From an optimization exercise on the open Yosys and OpenROAD flow, aimed at small area; shortcuts taken in it are not production practice. Only simulation tests tie the RTL to the original design; equivalence was not proved. The clock port is modelled as an ideal driver, which makes a skipped or thinned clock tree look cheaper than it is; a real chip needs a root buffer or a tree.

== the baseline ==
==> flow/design.v <==
`timescale 1ns / 1ps
module TOP_UART_WATCH (
    input clk,
    input reset,
    input hs_mod_sw,
    input watch_mod_sw,
    input btnU,
    input btnL,
    input btnR,
    input btnD,
    input rx,
    output tx,
    output [3:0] fnd_comm,
    output [7:0] fnd_font,
    output [3:0] mod_indicate_led
);
    wire tick10, tick100, tick1000;
    tbase U_tbase (.clk(clk), .reset(reset), .tick10(tick10), .tick100(tick100), .tick1000(tick1000));
    wire rx_done;
    wire [7:0] data;
    urx U_rx (.clk(clk), .reset(reset), .tick(tick10), .rx(rx), .done(rx_done), .data(data));
    utx U_tx (.clk(clk), .reset(reset), .tick(tick10), .start(rx_done), .data(data), .tx(tx));
    wire [6:0] cmd = {data[7:6], data[4:0]};
    wire cmd_r = rx_done & (cmd == 7'b0110010);   
    wire cmd_c = rx_done & (cmd == 7'b0100011);   
    wire cmd_h = rx_done & (cmd == 7'b0101000);   
    wire cmd_m = rx_done & (cmd == 7'b0101101);   
    wire cmd_s = rx_done & (cmd == 7'b0110011);   
    wire pU, pL, pR, pD;
    db U_dbU (.clk(clk), .reset(reset), .tick(tick100), .btn(btnU), .pulse(pU));
    db U_dbL (.clk(clk), .reset(reset), .tick(tick100), .btn(btnL), .pulse(pL));
    db U_dbR (.clk(clk), .reset(reset), .tick(tick100), .btn(btnR), .pulse(pR));
    db U_dbD (.clk(clk), .reset(reset), .tick(tick100), .btn(btnD), .pulse(pD));
    wire [6:0] w_ms, s_ms;
    wire [5:0] w_s, w_m, s_s, s_m, s_h;
    wire [4:0] w_h;
    wclock U_watch (
        .clk(clk), .reset(reset), .mode(watch_mod_sw), .tick(tick1000),
        .add_h(pD | cmd_h), .add_m(pL | cmd_m), .add_s(pU | cmd_s),
        .ms(w_ms), .s(w_s), .m(w_m), .h(w_h)
    );
    swatch U_sw (
        .clk(clk), .reset(reset), .mode(watch_mod_sw),
        .rs(pL | cmd_r), .clr(pR | cmd_c),
        .ms(s_ms), .s(s_s), .m(s_m), .h(s_h)
    );
    disp U_disp (
        .clk(clk), .reset(reset), .tick(tick10), .hs(hs_mod_sw), .wm(watch_mod_sw),
        .w_ms(w_ms), .w_s(w_s), .w_m(w_m), .w_h(w_h),
        .s_ms(s_ms), .s_s(s_s), .s_m(s_m), .s_h(s_h[4:0]),
        .fnd_comm(fnd_comm), .fnd_font(fnd_font)
    );
    assign mod_indicate_led = {2'b00, watch_mod_sw, ~watch_mod_sw};
endmodule
module tbase (
    input clk,
    input reset,
    output tick10,
    output tick100,
    output tick1000
);
    reg [3:0] c0, d1, d2;
    assign tick10 = (c0 == 4'd0);
    assign tick100 = tick10 & (d1 == 4'd9);
    assign tick1000 = tick100 & (d2 == 4'd9);
    always @(posedge clk, posedge reset) begin
        if (reset) begin
            c0 <= 4'd10;
            d1 <= 4'd0;
            d2 <= 4'd0;
        end else begin
            c0 <= tick10 ? 4'd9 : c0 - 4'd1;
            d1 <= tick100 ? 4'd0 : d1 + tick10;
            d2 <= tick1000 ? 4'd0 : d2 + tick100;
        end
    end
endmodule
module urx (
    input clk,
    input reset,
    input tick,
    input rx,
    output done,
    output reg [7:0] data
);
    reg [7:0] u;
    wire [7:0] un = u + 8'd1;
    wire wait_ = (u == 8'd137) | (u == 8'd138);
    assign done = (u == 8'd137);
    always @(posedge clk, posedge reset) begin
        if (reset) u <= 8'd138;
        else if (wait_) u <= rx ? 8'd138 : 8'd232;
        else if (tick) u <= un;
    end
    always @(posedge clk) begin
        if (!wait_ && tick && !un[7] && un[3:0] == 4'd0) data[un[6:4]] <= rx;
    end
endmodule
module utx (
    input clk,
    input reset,
    input tick,
    input start,
    input [7:0] data,
    output reg tx
);
    reg [7:0] u;
    wire [7:0] un = u + 8'd1;
    wire step = tick & (u != 8'd136);
    always @(posedge clk, posedge reset) begin
        if (reset) begin
            u <= 8'd136;
            tx <= 1'b1;
        end else begin
            if (start) u <= 8'd232;
            else u <= u + step;
            if (step) begin
                if (un == 8'd240) tx <= 1'b0;
                else if (!un[7] && un[3:0] == 4'd0) tx <= data[un[6:4]];
                else if (un == 8'd136) tx <= 1'b1;
            end
        end
    end
endmodule
module db (
    input clk,
    input reset,
    input tick,
    input btn,
    output pulse
);
    reg [3:0] s;
    assign pulse = s[3] & ~s[0];
    wire full = s[3] & s[0];
    always @(posedge clk, posedge reset) begin
        if (reset) s <= 4'd0;
        else if (tick & ~btn) s <= 4'd0;
        else if ((tick & ~full) | pulse) s <= s + 4'd1;
    end
endmodule
module wclock (
    input clk,
    input reset,
    input mode,
    input tick,
    input add_h,
    input add_m,
    input add_s,
    output reg [6:0] ms,
    output reg [5:0] s,
    output reg [5:0] m,
    output reg [4:0] h
);
    reg [1:0] st;   
    always @(posedge clk, posedge reset) begin
        if (reset) st <= 2'd0;
        else if (mode) begin
            if (st == 2'd0) begin
                case ({add_h, add_m, add_s})
                    3'b001: st <= 2'd1;
                    3'b010: st <= 2'd2;
                    3'b100: st <= 2'd3;
                    default: ;
                endcase
            end else if (!(add_h | add_m | add_s)) st <= 2'd0;
        end
    end
    wire ms_c = tick & (ms == 7'd99);
    wire s_c = ms_c & (s == 6'd59);
    wire m_c = s_c & (m == 6'd59);
    always @(posedge clk, posedge reset) begin
        if (reset) begin
            ms <= 0;
            s <= 0;
            m <= 0;
            h <= 0;
        end else begin
            if (tick) ms <= ms_c ? 7'd0 : ms + 7'd1;
            s <= (s == 6'd60) ? 6'd0 : s_c ? {5'd0, st == 2'd1} : s + {ms_c & (st == 2'd1), ms_c ^ (st == 2'd1)};
            m <= (m == 6'd60) ? 6'd0 : m_c ? {5'd0, st == 2'd2} : m + {s_c & (st == 2'd2), s_c ^ (st == 2'd2)};
            h <= (h == 5'd24) ? 5'd0 : (m_c && h == 5'd23) ? {4'd0, st == 2'd3} : h + {m_c & (st == 2'd3), m_c ^ (st == 2'd3)};
        end
    end
endmodule
module swatch (
    input clk,
    input reset,
    input mode,
    input rs,
    input clr,
    output reg [6:0] ms,
    output reg [5:0] s,
    output reg [5:0] m,
    output reg [5:0] h
);
    reg [1:0] st;   
    always @(posedge clk, posedge reset) begin
        if (reset) st <= 2'd0;
        else
            case (st)
                2'd0:
                if (!mode) begin
                    if (rs) st <= 2'd1;
                    else if (clr) st <= 2'd2;
                end
                2'd1: if (!mode && rs) st <= 2'd0;
                2'd2: if (!clr) st <= 2'd0;
                default: ;
            endcase
    end
    wire run = (st == 2'd1);
    wire clear = (st == 2'd2);
    reg [9:0] lf;
    wire tick = (lf == 10'b0101100100);
    always @(posedge clk, posedge reset) begin
        if (reset) lf <= 10'd0;
        else if (run) lf <= tick ? 10'd1 : {lf[8:0], ~(lf[9] ^ lf[6])};
    end
    wire ms_c = tick & (ms == 7'd99);
    wire s_c = ms_c & (s == 6'd59);
    wire m_c = s_c & (m == 6'd59);
    always @(posedge clk, posedge reset) begin
        if (reset) begin
            ms <= 0;
            s <= 0;
            m <= 0;
            h <= 0;
        end else begin
            ms <= (clear | ms_c) ? 7'd0 : ms + tick;
            s <= (clear | s_c) ? 6'd0 : s + ms_c;
            m <= (clear | m_c) ? 6'd0 : m + s_c;
            h <= (clear | (m_c & h == 6'd59)) ? 6'd0 : h + m_c;
        end
    end
endmodule
module disp (
    input clk,
    input reset,
    input tick,
    input hs,
    input wm,
    input [6:0] w_ms,
    input [5:0] w_s,
    input [5:0] w_m,
    input [4:0] w_h,
    input [6:0] s_ms,
    input [5:0] s_s,
    input [5:0] s_m,
    input [4:0] s_h,
    output [3:0] fnd_comm,
    output [7:0] fnd_font
);
    reg [2:0] sel;
    always @(posedge clk, posedge reset) begin
        if (reset) sel <= 3'd0;
        else if (tick) sel <= sel + 3'd1;
    end
    assign fnd_comm = ~(4'b0001 << sel[1:0]);
    wire [6:0] msec = wm ? w_ms : s_ms;
    reg  [6:0] v;
    always @(*) begin
        case ({hs, sel[1]})
            2'b00: v = msec;
            2'b01: v = {1'b0, wm ? w_s : s_s};
            2'b10: v = {1'b0, wm ? w_m : s_m};
            default: v = {2'b0, wm ? w_h : s_h};
        endcase
    end
    wire [3:0] dig = (sel[2] != hs) ? 4'hf : sel[0] ? v / 7'd10 : v % 7'd10;
    reg [6:0] seg;
    always @(*) begin
        case (dig)
            4'h0: seg = 7'h40;
            4'h1: seg = 7'h79;
            4'h2: seg = 7'h24;
            4'h3: seg = 7'h30;
            4'h4: seg = 7'h19;
            4'h5: seg = 7'h12;
            4'h6: seg = 7'h02;
            4'h7: seg = 7'h78;
            4'h8: seg = 7'h00;
            4'h9: seg = 7'h10;
            default: seg = 7'h7f;
        endcase
    end
    assign fnd_font = {~((msec < 7'd50) & sel[1] & ~sel[0]), seg};
endmodule
==> flow/config.mk <==
export PLATFORM = sky130hd
export DESIGN_NAME = TOP_UART_WATCH
export DESIGN_NICKNAME = TOP_UART_WATCH
export VERILOG_FILES = /design/flow/design.v
export SDC_FILE = /design/flow/constraint.sdc
export NUM_CORES = 4
export LEC_CHECK = 0
export ABC_AREA = 1
export CAP_MARGIN = 20
export CORE_MARGIN = 2
export CORE_UTILIZATION = 70
export SLEW_MARGIN = 20
==> flow/constraint.sdc <==
create_clock -name core_clock -period 12.0 [get_ports {clk}]
set_input_delay 2.4000 -clock core_clock [delete_from_list [all_inputs] [get_ports {clk}]]
set_output_delay 2.4000 -clock core_clock [all_outputs]
set_load 0.01 [all_outputs]
standard.sh (not shown) runs the stock make flow with config.mk's settings and CLKGATE_MAP_FILE= SYNTH_SCRIPT=/design/flow/synth_recipe.tcl, a recipe that flattens the netlist after the stock synthesis.
==> flow/flow/run.sh <==
#!/bin/bash
# The standard layout, with three changes:
#  - the standard synthesis netlist's logic is re-mapped for area by ABC
#    (flow/reabc.tcl), registers untouched, and kept only if Yosys proves it
#    equal to the standard netlist (flow/equiv.tcl);
#  - port buffers are buf_1;
#  - a small hand-built two-level clock tree of inverters (flow/cts_hook.tcl).
set -euo pipefail
here=$(pwd)
R=$here/orfs/results/sky130hd/TOP_UART_WATCH/base
YOSYS=$FLOW_HOME/../tools/install/yosys/bin/yosys
export LIB=$FLOW_HOME/platforms/sky130hd/lib/sky130_fd_sc_hd__tt_025C_1v80.lib
export TOP=$FLOW_TOP
export BUFFER_PORTS_ARGS="-buffer_cell sky130_fd_sc_hd__buf_1"
export PRE_CTS_TCL="$here/flow/cts_hook.tcl"
export CTS_GROUP_SIZE=24 CTS_LEAF=sky130_fd_sc_hd__inv_12 CTS_ROOT=sky130_fd_sc_hd__inv_4

bash standard.sh synth > synth.log 2>&1
cp "$R/1_2_yosys.v" "$here/synth_standard.v"
export IN_V="$here/synth_standard.v" OUT_V="$here/synth_reabc.v"
export ABC_SCRIPT='+strash;&get,-n;&deepsyn,-T,60;&put;dc2;dch,-f;amap;strash;dch,-f;amap'
if $YOSYS -c flow/reabc.tcl > reabc.log 2>&1 && $YOSYS -c flow/equiv.tcl > equiv.log 2>&1; then
  sleep 1
  cp "$OUT_V" "$R/1_2_yosys.v"
  rm -f "$R/1_synth.odb" "$R/1_synth.sdc"
  echo "re-mapped netlist proven equal; using it" > reabc_status.txt
else
  echo "re-mapping failed or not proven; keeping the standard netlist" > reabc_status.txt
fi
bash standard.sh > standard.log 2>&1
==> flow/flow/equiv.tcl <==
# Prove the re-mapped netlist equal to the standard one (registers paired by name).
yosys read_liberty -ignore_miss_func $::env(LIB)
yosys read_verilog $::env(IN_V)
yosys rename $::env(TOP) gold
yosys read_verilog $::env(OUT_V)
yosys rename $::env(TOP) gate
yosys flatten
yosys proc
yosys opt_clean
yosys async2sync
yosys equiv_make gold gate equiv
yosys hierarchy -top equiv
yosys equiv_simple -seq 2
yosys equiv_induct -seq 2
yosys equiv_status -assert
==> flow/flow/reabc.tcl <==
# Re-map the combinational logic of the standard synthesis netlist for area.
# Registers (and tie cells) are kept as they are, with their names and cell
# types; only the logic between them is rebuilt by ABC.
yosys read_liberty -ignore_miss_func $::env(LIB)
yosys read_verilog $::env(IN_V)
yosys hierarchy -top $::env(TOP)
yosys setattr -mod -set keep_hierarchy 1 sky130_fd_sc_hd__df* sky130_fd_sc_hd__edf* sky130_fd_sc_hd__sdf* sky130_fd_sc_hd__conb_1
yosys flatten
yosys opt_clean
yosys abc -liberty $::env(LIB) -dont_use *lpflow* -dont_use *probe* -script $::env(ABC_SCRIPT)
yosys splitnets
yosys opt_clean -purge
yosys hilomap -singleton -hicell sky130_fd_sc_hd__conb_1 HI -locell sky130_fd_sc_hd__conb_1 LO
yosys insbuf -buf sky130_fd_sc_hd__buf_1 A X
yosys opt_clean -purge
yosys autoname
yosys stat -liberty $::env(LIB)
yosys select $::env(TOP)
yosys write_verilog -noattr -nohex -nodec -selected $::env(OUT_V)
Other scripts of this flow, unchanged in this note and not shown: flow/flow/cts_hook.tcl, flow/flow/mycts.tcl
Edits applied to the flow inputs when going from the baseline to the candidate:
Settings: CORE_UTILIZATION: 70 -> 75.
-- flow/flow/run.sh --
<<< the baseline, line 4
#    (flow/reabc.tcl), registers untouched, and kept only if Yosys proves it
#    equal to the standard netlist (flow/equiv.tcl);
>>> the candidate, line 4
#    (flow/reabc.tcl, four deepsyn seeds), registers untouched, and the
#    smallest result kept only if Yosys proves it equal to the standard
#    netlist (flow/equiv.tcl);
<<< the baseline, line 20
export IN_V="$here/synth_standard.v" OUT_V="$here/synth_reabc.v"
export ABC_SCRIPT='+strash;&get,-n;&deepsyn,-T,60;&put;dc2;dch,-f;amap;strash;dch,-f;amap'
if $YOSYS -c flow/reabc.tcl > reabc.log 2>&1 && $YOSYS -c flow/equiv.tcl > equiv.log 2>&1; then
  sleep 1
  cp "$OUT_V" "$R/1_2_yosys.v"
  rm -f "$R/1_synth.odb" "$R/1_synth.sdc"
  echo "re-mapped netlist proven equal; using it" > reabc_status.txt
else
  echo "re-mapping failed or not proven; keeping the standard netlist" > reabc_status.txt
fi
>>> the candidate, line 21
export IN_V="$here/synth_standard.v"
# four ABC runs with different deepsyn seeds; the smallest proven one is used
for seed in 1 2 3 4; do
  OUT_V="$here/synth_reabc_$seed.v" \
  ABC_SCRIPT="+strash;&get,-n;&deepsyn,-T,150,-S,$seed;&put;dc2;dch,-f;amap;strash;dch,-f;amap" \
    $YOSYS -c flow/reabc.tcl > "reabc_$seed.log" 2>&1 &
done
wait || true
used=standard
for f in $(for seed in 1 2 3 4; do
             a=$(grep "Chip area for top" "reabc_$seed.log" 2>/dev/null | tail -1 | awk '{print $NF}')
             [ -n "$a" ] && [ -s "$here/synth_reabc_$seed.v" ] && echo "$a $here/synth_reabc_$seed.v"
           done | sort -g | awk '{print $2}'); do
  if OUT_V="$f" $YOSYS -c flow/equiv.tcl > "equiv_$(basename "$f" .v).log" 2>&1; then
    sleep 1
    cp "$f" "$R/1_2_yosys.v"
    rm -f "$R/1_synth.odb" "$R/1_synth.sdc"
    used=$f
    break
  fi
done
echo "netlist used: $used" > reabc_status.txt
Findings:
The critical path depth in the candidate was higher than what the baseline gave.
Clock-pin slew reported for the worst setup and hold paths after clock tree synthesis for the candidate: 0.02 ns down relative to the baseline
Final critical-path share of the clock period: the candidate and the baseline compared, higher one is the candidate
No run of this note takes its clock network from TritonCTS; it comes from the design's own scripts or RTL.

## re-timing with driven ports
The results above use ideal ports. As a check the final layouts listed here were re-extracted and re-timed, cells and wires unchanged. Step 1: set_driving_cell puts a clkbuf_16 on clk and a buf_2 on each other input, an assumption about the parent block. Step 2 moves the port delays by t, midway between the first and last clock arrival at a register: inputs arrive t later, outputs are due t later. That takes back most of the time a late clock gives input paths. Slacks: ideal / step 1 / step 2; pairs: ideal / step 1.
run | t (ns) | slack for setup (ns) | worst setup path after step 2 | latest minus earliest clock arrival (ns) | worst slew at a driven data input, ns
the baseline | 0.337 | 2.250 / 2.224 / 2.224 | input to output | 0.030 / 0.029 | 0.03
the candidate | 0.333 | 2.181 / 2.155 / 2.155 | input to output | 0.016 / 0.016 | 0.03
After both steps setup and hold are still met in every run listed.
